This design comes from an exercise in tuning for small area on the open sky130 flow, not from production work.
Only the layout flow was run in this run; the RTL was not checked for function there.
Power and IR drop assume default switching activity.

**design/flow/run.sh**
```bash
#!/bin/bash
# synth_recipe.tcl (not shown) runs the flow's synth.tcl, then flattens the netlist and writes it again
# the make line also repeats each setting of config.mk as NAME=value (left out here)
make -C /OpenROAD-flow-scripts/flow DESIGN_CONFIG=/design/flow/config.mk WORK_HOME=/design/flow/orfs CLKGATE_MAP_FILE= SYNTH_SCRIPT=/design/flow/synth_recipe.tcl finish
```
**design/flow/config.mk**
```make
export PLATFORM = sky130hd
export DESIGN_NAME = voices
export DESIGN_NICKNAME = voices
export VERILOG_FILES = /design/flow/design.v
export SDC_FILE = /design/flow/constraint.sdc
export NUM_CORES = 4
export LEC_CHECK = 0
export CAP_MARGIN = 20
export CORE_MARGIN = 2
export CORE_UTILIZATION = 40
export SLEW_MARGIN = 20
```
**design/flow/constraint.sdc**
```tcl
create_clock -name core_clock -period 20.0 [get_ports {clk}]
set_input_delay 4.0000 -clock core_clock [delete_from_list [all_inputs] [get_ports {clk}]]
set_output_delay 4.0000 -clock core_clock [all_outputs]
set_load 0.01 [all_outputs]
```
**design/flow/design.v**
```verilog
module voices (
    input  logic        clk,
    input  logic        rst_n,
    input  logic        sample_strobe,
    input  logic [63:0] freq_in,
    input  logic [47:0] pulse_width_in,
    input  logic [31:0] wave_ctrl_in,
    input  logic [15:0] attack_in,
    input  logic [15:0] decay_in,
    input  logic [15:0] sustain_in,
    input  logic [15:0] release_in,
    output logic [15:0] left_out,
    output logic [15:0] right_out
);
logic [15:0] freq        [0:3];
logic [11:0] pulse_width [0:3];
logic [7:0]  wave_ctrl   [0:3];
logic [3:0]  attack      [0:3];
logic [3:0]  decay       [0:3];
logic [3:0]  sustain     [0:3];
logic [3:0]  release_rate[0:3];
genvar r;
generate
    for (r = 0; r < 4; r++) begin : regs
        assign freq[r]         = freq_in       [r*16 +: 16];
        assign pulse_width[r]  = pulse_width_in[r*12 +: 12];
        assign wave_ctrl[r]    = wave_ctrl_in  [r*8  +: 8];
        assign attack[r]       = attack_in     [r*4  +: 4];
        assign decay[r]        = decay_in      [r*4  +: 4];
        assign sustain[r]      = sustain_in    [r*4  +: 4];
        assign release_rate[r] = release_in    [r*4  +: 4];
    end
endgenerate
logic [31:0] v_phase_acc  [0:3];
logic [22:0] v_lfsr       [0:3];
logic [2:0]  v_adsr_state [0:3];
logic [7:0]  v_envelope   [0:3];
logic [12:0] v_rate_cnt   [0:3];
logic        v_gate_prev  [0:3];
logic [15:0] v_out        [0:3];
typedef enum logic [2:0] {
    SEQ_IDLE    = 3'd0,
    SEQ_LOAD    = 3'd1,
    SEQ_OSC     = 3'd2,
    SEQ_ADSR    = 3'd3,
    SEQ_MUL     = 3'd4,
    SEQ_SAVE    = 3'd5,
    SEQ_MIX     = 3'd6
} seq_state_t;
seq_state_t seq_state;
logic [1:0]  voice_idx;      
logic        processing;     
logic [31:0] w_phase_acc;
logic [22:0] w_lfsr;
logic [2:0]  w_adsr_state;
logic [7:0]  w_envelope;
logic [12:0] w_rate_cnt;
logic        w_gate_prev;
logic [15:0] w_freq;
logic [11:0] w_pw;
logic [7:0]  w_wc;
logic [3:0]  w_attack;
logic [3:0]  w_decay;
logic [3:0]  w_sustain;
logic [3:0]  w_release;
logic [32:0] acc_sum;
logic        phase_overflow;
assign acc_sum       = {1'b0, w_phase_acc} + {1'b0, {w_freq, 16'h0}};
assign phase_overflow = acc_sum[32];
logic [11:0] wave_saw;
logic [11:0] wave_tri;
logic [11:0] wave_pulse;
logic [11:0] wave_noise;
logic [11:0] wave_sine;
assign wave_saw   = w_phase_acc[31:20];
assign wave_tri   = w_phase_acc[31] ? (12'hFFF - {1'b0, w_phase_acc[30:20]})
                                     : {1'b0, w_phase_acc[30:20]};
assign wave_pulse = (w_phase_acc[31:20] >= w_pw) ? 12'hFFF : 12'h000;
logic [22:0] lfsr_next;
assign lfsr_next = phase_overflow ? {w_lfsr[21:0], w_lfsr[22] ^ w_lfsr[17]}
                                  : w_lfsr;
assign wave_noise = {w_lfsr[20], w_lfsr[18], w_lfsr[14], w_lfsr[11],
                     w_lfsr[9],  w_lfsr[5],  w_lfsr[2],  w_lfsr[0],
                     4'b0000};
logic [1:0]  sine_q;
logic [3:0]  sine_idx;
logic [10:0] sine_lut;
assign sine_q   = w_phase_acc[31:30];
assign sine_idx = w_phase_acc[29:26];
always_comb begin
    case (sine_idx)
        4'd0:  sine_lut = 11'd0;
        4'd1:  sine_lut = 11'd201;
        4'd2:  sine_lut = 11'd399;
        4'd3:  sine_lut = 11'd594;
        4'd4:  sine_lut = 11'd783;
        4'd5:  sine_lut = 11'd965;
        4'd6:  sine_lut = 11'd1137;
        4'd7:  sine_lut = 11'd1299;
        4'd8:  sine_lut = 11'd1447;
        4'd9:  sine_lut = 11'd1582;
        4'd10: sine_lut = 11'd1702;
        4'd11: sine_lut = 11'd1805;
        4'd12: sine_lut = 11'd1891;
        4'd13: sine_lut = 11'd1959;
        4'd14: sine_lut = 11'd2008;
        4'd15: sine_lut = 11'd2037;
        default: sine_lut = 11'd0;
    endcase
end
always_comb begin
    case (sine_q)
        2'd0: wave_sine = 12'd2048 + {1'b0, sine_lut};
        2'd1: wave_sine = 12'd4095 - {1'b0, sine_lut};
        2'd2: wave_sine = 12'd2048 - {1'b0, sine_lut};
        2'd3: wave_sine = 12'd1    + {1'b0, sine_lut};
        default: wave_sine = 12'd2048;
    endcase
end
logic [11:0] waveform_combined;
logic        any_wave;
assign any_wave = w_wc[7] | w_wc[6] | w_wc[5] | w_wc[4] | w_wc[3];
assign waveform_combined = !any_wave          ? 12'h000 :
                           (w_wc[5] ? wave_saw   : 12'hFFF) &
                           (w_wc[4] ? wave_tri   : 12'hFFF) &
                           (w_wc[6] ? wave_pulse : 12'hFFF) &
                           (w_wc[7] ? wave_noise : 12'hFFF) &
                           (w_wc[3] ? wave_sine  : 12'hFFF);
logic [15:0] osc_out;
assign osc_out = {waveform_combined, 4'b0000} - 16'h8000;
localparam ADSR_IDLE    = 3'd0;
localparam ADSR_ATTACK  = 3'd1;
localparam ADSR_DECAY   = 3'd2;
localparam ADSR_SUSTAIN = 3'd3;
localparam ADSR_RELEASE = 3'd4;
logic gate_cur;
logic gate_rise;
logic gate_fall;
assign gate_cur  = w_wc[0];
assign gate_rise = gate_cur & ~w_gate_prev;
assign gate_fall = ~gate_cur & w_gate_prev;
logic [7:0] sustain_level;
assign sustain_level = {w_sustain, w_sustain};
logic [12:0] attack_rate;
logic [12:0] dr_rate;
always_comb begin
    case (w_attack)
        4'd0:  attack_rate = 13'd1;
        4'd1:  attack_rate = 13'd2;
        4'd2:  attack_rate = 13'd3;
        4'd3:  attack_rate = 13'd4;
        4'd4:  attack_rate = 13'd7;
        4'd5:  attack_rate = 13'd10;
        4'd6:  attack_rate = 13'd13;
        4'd7:  attack_rate = 13'd15;
        4'd8:  attack_rate = 13'd19;
        4'd9:  attack_rate = 13'd47;
        4'd10: attack_rate = 13'd94;
        4'd11: attack_rate = 13'd150;
        4'd12: attack_rate = 13'd188;
        4'd13: attack_rate = 13'd562;
        4'd14: attack_rate = 13'd938;
        4'd15: attack_rate = 13'd1500;
        default: attack_rate = 13'd1;
    endcase
end
always_comb begin
    logic [3:0] dr_sel;
    dr_sel = (w_adsr_state == ADSR_DECAY) ? w_decay : w_release;
    case (dr_sel)
        4'd0:  dr_rate = 13'd1;
        4'd1:  dr_rate = 13'd4;
        4'd2:  dr_rate = 13'd9;
        4'd3:  dr_rate = 13'd14;
        4'd4:  dr_rate = 13'd21;
        4'd5:  dr_rate = 13'd32;
        4'd6:  dr_rate = 13'd38;
        4'd7:  dr_rate = 13'd45;
        4'd8:  dr_rate = 13'd56;
        4'd9:  dr_rate = 13'd141;
        4'd10: dr_rate = 13'd281;
        4'd11: dr_rate = 13'd450;
        4'd12: dr_rate = 13'd562;
        4'd13: dr_rate = 13'd1688;
        4'd14: dr_rate = 13'd2812;
        4'd15: dr_rate = 13'd4500;
        default: dr_rate = 13'd1;
    endcase
end
logic [12:0] current_rate;
always_comb begin
    case (w_adsr_state)
        ADSR_ATTACK:  current_rate = attack_rate;
        ADSR_DECAY:   current_rate = dr_rate;
        ADSR_RELEASE: current_rate = dr_rate;
        default:      current_rate = 13'd1;
    endcase
end
logic signed [23:0] mul_result;
assign mul_result = $signed(osc_out) * $signed({1'b0, w_envelope});
integer v;
always @(posedge clk) begin
    if (!rst_n) begin
        seq_state <= SEQ_IDLE;
        voice_idx <= 2'd0;
        left_out  <= 16'h0;
        right_out <= 16'h0;
        for (v = 0; v < 4; v = v + 1) begin
            v_phase_acc [v] <= 32'h0;
            v_lfsr      [v] <= 23'h7FFFFF;
            v_adsr_state[v] <= ADSR_IDLE;
            v_envelope  [v] <= 8'h0;
            v_rate_cnt  [v] <= 13'h0;
            v_gate_prev [v] <= 1'b0;
            v_out       [v] <= 16'h0;
        end
        w_phase_acc  <= 32'h0;
        w_lfsr       <= 23'h7FFFFF;
        w_adsr_state <= ADSR_IDLE;
        w_envelope   <= 8'h0;
        w_rate_cnt   <= 13'h0;
        w_gate_prev  <= 1'b0;
        w_freq       <= 16'h0;
        w_pw         <= 12'h0;
        w_wc         <= 8'h0;
        w_attack     <= 4'h0;
        w_decay      <= 4'h0;
        w_sustain    <= 4'h0;
        w_release    <= 4'h0;
    end else begin
        case (seq_state)
            SEQ_IDLE: begin
                if (sample_strobe) begin
                    voice_idx <= 2'd0;
                    seq_state <= SEQ_LOAD;
                end
            end
            SEQ_LOAD: begin
                w_phase_acc  <= v_phase_acc [voice_idx];
                w_lfsr       <= v_lfsr      [voice_idx];
                w_adsr_state <= v_adsr_state[voice_idx];
                w_envelope   <= v_envelope  [voice_idx];
                w_rate_cnt   <= v_rate_cnt  [voice_idx];
                w_gate_prev  <= v_gate_prev [voice_idx];
                w_freq       <= freq        [voice_idx];
                w_pw         <= pulse_width [voice_idx];
                w_wc         <= wave_ctrl   [voice_idx];
                w_attack     <= attack      [voice_idx];
                w_decay      <= decay       [voice_idx];
                w_sustain    <= sustain     [voice_idx];
                w_release    <= release_rate[voice_idx];
                seq_state    <= SEQ_OSC;
            end
            SEQ_OSC: begin
                if (w_wc[1] && 1'b0) begin   
                    w_phase_acc <= 32'h0;
                end else begin
                    w_phase_acc <= acc_sum[31:0];
                end
                w_lfsr    <= lfsr_next;
                seq_state <= SEQ_ADSR;
            end
            SEQ_ADSR: begin
                if (gate_rise || (w_adsr_state == ADSR_IDLE && gate_cur)) begin
                    w_adsr_state <= ADSR_ATTACK;
                    w_rate_cnt   <= 13'h0;
                end else if (gate_fall) begin
                    w_adsr_state <= ADSR_RELEASE;
                    w_rate_cnt   <= 13'h0;
                end else begin
                    case (w_adsr_state)
                        ADSR_IDLE: begin
                            w_envelope <= 8'h0;
                        end
                        ADSR_ATTACK: begin
                            if (w_envelope == 8'hFF) begin
                                w_adsr_state <= ADSR_DECAY;
                                w_rate_cnt   <= 13'h0;
                            end else if (w_rate_cnt >= current_rate - 1) begin
                                w_rate_cnt <= 13'h0;
                                w_envelope <= w_envelope + 8'h1;
                            end else begin
                                w_rate_cnt <= w_rate_cnt + 13'h1;
                            end
                        end
                        ADSR_DECAY: begin
                            if (w_envelope <= sustain_level) begin
                                w_adsr_state <= ADSR_SUSTAIN;
                            end else if (w_rate_cnt >= current_rate - 1) begin
                                w_rate_cnt <= 13'h0;
                                w_envelope <= w_envelope - 8'h1;
                            end else begin
                                w_rate_cnt <= w_rate_cnt + 13'h1;
                            end
                        end
                        ADSR_SUSTAIN: begin
                            w_envelope <= sustain_level;
                        end
                        ADSR_RELEASE: begin
                            if (w_envelope == 8'h0) begin
                                w_adsr_state <= ADSR_IDLE;
                            end else if (w_rate_cnt >= current_rate - 1) begin
                                w_rate_cnt <= 13'h0;
                                w_envelope <= w_envelope - 8'h1;
                            end else begin
                                w_rate_cnt <= w_rate_cnt + 13'h1;
                            end
                        end
                        default: w_adsr_state <= ADSR_IDLE;
                    endcase
                end
                w_gate_prev <= gate_cur;
                seq_state   <= SEQ_MUL;
            end
            SEQ_MUL: begin
                v_phase_acc [voice_idx] <= w_phase_acc;
                v_lfsr      [voice_idx] <= w_lfsr;
                v_adsr_state[voice_idx] <= w_adsr_state;
                v_envelope  [voice_idx] <= w_envelope;
                v_rate_cnt  [voice_idx] <= w_rate_cnt;
                v_gate_prev [voice_idx] <= w_gate_prev;
                v_out       [voice_idx] <= mul_result[23:8];
                seq_state               <= SEQ_SAVE;
            end
            SEQ_SAVE: begin
                if (voice_idx == 2'd3) begin
                    seq_state <= SEQ_MIX;
                end else begin
                    voice_idx <= voice_idx + 2'd1;
                    seq_state <= SEQ_LOAD;
                end
            end
            SEQ_MIX: begin
                logic signed [17:0] mix;
                mix = $signed({{2{v_out[0][15]}}, v_out[0]}) +
                      $signed({{2{v_out[1][15]}}, v_out[1]}) +
                      $signed({{2{v_out[2][15]}}, v_out[2]}) +
                      $signed({{2{v_out[3][15]}}, v_out[3]});
                left_out  <= mix[17:2];
                right_out <= mix[17:2];
                seq_state <= SEQ_IDLE;
            end
            default: seq_state <= SEQ_IDLE;
        endcase
    end
end
endmodule
```
==> metrics.md <==
| Metric | Value |
|---|---|
| Layout cells sized above 1 | 0.103 |
| CTS tree | built |
| Initial antenna violation count | 2 |
| Synthesized flop and latch total | 479 |
| Die H | 278 microns |
| Cts repair resizes | 0 |
| P_sw | 818 uW |
| Syn avg cell area | 10.1 sq um |
| Post-synth EDFFs | 317 |
| Period utilization | 0.407 |
| Row count | 100 |
| Vias per std cell | 5.67 |
| Setup crit end kind | flip-flop |
| Total GRT Usage | 0.218 |
| Post-DP HPWL | 56.1 mm |
| Critical-path maximum fanout | 16 |
| DR vias | 23300 |
| Clock power share | 0.379 |
| Sequential Power Share | 0.418 |
| Syn-to-layout area delta | 16.5% |
| Post-synth ARST share | 0 |
| Startpoint type of the worst setup path | flip-flop |
| Netlist cell types | 91 |
| Post-route ant nets | 0 |
| Lkg Pwr | 0.0129 uW |
| Power Internal | 1930 uW |
| WS Path Type | reg -> reg |
| Cell taking the most area after synthesis | edfxtp_1 |
| Synth Instances | 2963 |
| Final #Nets | 3549 |
| Cts hold-fix bufs | 0 |
| Setup_tns | 0 ns |
| Deepest level of the CTS H-tree | 2 |
| Switch share | 0.298 |
| Final Routed Wirelength | 84.4 mm |
| Worst slew pin tran | 1.12 ns |
| Mapped cell area | 0.0300 sq mm |
| VDD IR max | 0.0639 mV |
| Die ar. | 0.0772 sq mm |
| First-pass GRT wire length | 133 mm |
| DRT iter0 DRCs | 2079 |
| Synth top area cells | edfxtp_1 (32%), dfxtp_1 (11%), fa_1 (7.4%) |
| CTS buffer count | 56 |
| Worst-Skew Late Latency | 0.62 ns |
| CTS Buffer Depth | 3 |
| Part of the power in combinational logic | 0.203 |
| Final setup vio count | 0 |
| Fin. Hold Viols | 0 |
| CP Data Arrival Time | 8.57 ns |
| I/O Buffers | 234 |
| YS warnings | 8 |
| Fmax | 123 MHz |
| Layout Skew | 0.0205 ns |
| Synth Flop Type | edfxtp_1 |
| Initial Util | 0.404 |
| Clk root buf | clkbuf_16 |
| Post-synthesis sequential area ratio | 0.425 |
| Drt pass-1 iters | 7 |
| Final Max Tran Viols | 0 |
| Total core area | 0.0743 sq mm |
| Post-route cell area | 0.0350 sq mm |
| # DRC | 0 |
| Placed instance area | 0.0331 sq mm |
| Pwr Density | 78.5 mW/mm^2 |
| RSZ-0062 raised after global routing | no |
| Worst-path clk slew | 0.06 ns |
| Synth top area share | 0.317 |
| Number of global-route vias before repair | 23900 |
| GP Congestion | 0.891 |
| Total global routing overflow | 0 |
| Sink Count | 479 |
| Worst endpoint required time | 20.43 ns |
| Min-delay worst type | reg -> reg |
| DIE WIDTH | 278 microns |
| Setup bufs post-CTS | 0 |
| Post-Syn Nets | 3422 |
| Post-layout min period | 8.14 ns |
| Status | no timing/DRC/antenna violations |
| Max Cap Viol | 0 |
| Ports | 243 |
| Largest net degree at the start of global routing | 101 |
| Routed WL per cell | 20.6 microns |
| Max transition margin | 0.249 |
[Yosys cell counts (10+ instances only)]
library cell    n
a221o_1        25
o31ai_1        10
a21boi_0       10
xnor2_1        29
nor2_1        222
nand2_1       333
mux4_2         64
nand4_1        25
nor3_1         30
o211ai_1       27
a22oi_1        11
buf_2          13
or2_2          80
and3_1         38
inv_1         201
mux2i_1        22
a21o_1         26
dfxtp_1       162
a31oi_1        16
ha_1          137
or3_1          17
xor2_1         21
buf_4          18
clkbuf_1      148
a21oi_1       160
o221ai_1       10
a211oi_1       16
nand3_1        92
buf_1          19
o21ai_0       132
nor2b_1        10
fa_1          111
o21a_1         16
edfxtp_1      317
and2_1        144
nand2b_1       46
a222oi_1       50
[worst max-delay path, stage by stage, from the launching register on]
cell and delay [ns]:
dfxtp_1 0.71, ha_1 0.68, inv_1 0.32, o221ai_1 0.26
a22oi_1 0.13, a221o_1 0.35, a21oi_1 0.61, nand3_1 0.21
fa_1 0.58, inv_1 0.05, fa_1 0.45, ha_1 0.29
inv_1 0.05, fa_1 0.52, inv_1 0.06, ha_1 0.29
a21o_1 0.16, a21o_1 0.22, a2111oi_0 0.59, o21ai_0 0.34
o211ai_1 0.34, a31oi_1 0.16, o21ai_0 0.31, nor3b_1 0.26
[per-layer routing]
layer / wire, microns / up-vias / global-route usage / part of all wire
li1: - / 10900 / - / -
met1: 35800 / 11600 / 0.278 / 0.42
met2: 41700 / 632 / 0.376 / 0.49
met3: 4280 / 154 / 0.0319 / 0.051
met4: 2630 / 0 / 0.0736 / 0.031
met5: 0 / - / 0 / 0
[stage by stage]
step	std cells	worst slack, ns	power, uW	utilization	hold WS, ns
2_1_floorplan	2963	12.82	1540	-	0.432
3_3_place_gp	4001	11.64	1710	0.445	0.447
3_5_place_dp	4001	11.61	1720	0.445	0.448
4_1_cts	4106	11.97	2760	0.470	0.454
5_1_grt	4107	11.18	2880	0.470	0.478
6_report	4107	11.86	2750	0.470	0.450
[layout make-up]
type | instances | area [sq um]
fillers | 7015 | 39400
flip-flops and latches | 479 | 12800
multi-input cells | 2080 | 15700
inverters | 203 | 763
clock buffers | 73 | 1580
diodes | 1 | 2.50
clock inverters | 32 | 300
well taps | 969 | 1210
repair buffers | 270 | 2610
[sequential cells by signal (all words and copies together) (netlist names), 6 cells and up, named ones only]
register      count
attack_rate      11
right_out        16
sine_lut         11
v_adsr_state     12
v_envelope       32
v_lfsr           92
v_out            64
v_phase_acc      64
v_rate_cnt       52
w_envelope        8
w_freq           16
w_lfsr           23
w_phase_acc      16
w_pw             12
w_rate_cnt       13
w_wc              6
[cells in the final DEF (no fill, tap or decap), types with 29 or more instances in the layout]
cell type / n
nand2_1: 329
edfxtp_1: 317
clkdlybuf4s50_1: 233
nor2_1: 221
inv_1: 200
dfxtp_1: 160
a21oi_1: 159
and2_1: 144
ha_1: 133
o21ai_0: 132
fa_1: 111
nand3_1: 89
or2_2: 80
mux4_2: 64
clkbuf_16: 59
a222oi_1: 50
nand2b_1: 46
and3_1: 38
buf_4: 36
xnor2_1: 29
[cells by family after synthesis]
group / synth area share
buffers and inverters: 0.0541
AOI/OAI and AO/OA: 0.137
DFF: 0.425
adders and majority gates: 0.131
xor gates and xnor gates: 0.0146
muxes: 0.0580
and+or+nand+nor: 0.180
[path summary, 6_finish.rpt]
path,from,slack [ns],depth (start not counted),to
max,w_phase_acc[31]$_SDFFE_PN0N_,11.86,23,v_out[3][15]$_DFFE_PP_
min,w_pw[10]$_SDFFE_PN0P_,0.45,2,w_pw[10]$_SDFFE_PN0P_
max reg2reg,w_phase_acc[31]$_SDFFE_PN0N_,11.86,23,v_out[3][15]$_DFFE_PP_
min reg2reg,w_pw[10]$_SDFFE_PN0P_,0.45,2,w_pw[10]$_SDFFE_PN0P_
[power groups by stage]
stage               registers, uW  clock network [uW]  logic (uW)
global route                 1150                1100         628
detailed placement           1170                   0         556
finish                       1150                1040         559
global placement             1160                   0         544
floorplan                    1140                   0         404
CTS                          1150                1060         560

## re-timing with driven ports
Ports are ideal in the flow. The routed layout listed here was re-timed in OpenROAD. Step 1: set_driving_cell puts a clkbuf_16 on clk and a buf_2 on each other input, an assumption about the parent block. Step 2 times the ports against the registers' clock, not the clock port: input delays grow and output delays shrink by t, the midpoint of the rising clock arrivals with the driver on. Slacks: no drivers / after step 1 / after step 2; pairs: no drivers / after step 1.
shift t [ns]: 0.675
slack for setup (ns): 11.861 / 11.861 / 11.653
worst register clock-pin slew, ns: 0.06 / 0.06
After both steps setup and hold are still met in this run. For this run, drivers alone change the setup slack by 0.000 ns; drivers and shift together by -0.208 ns.
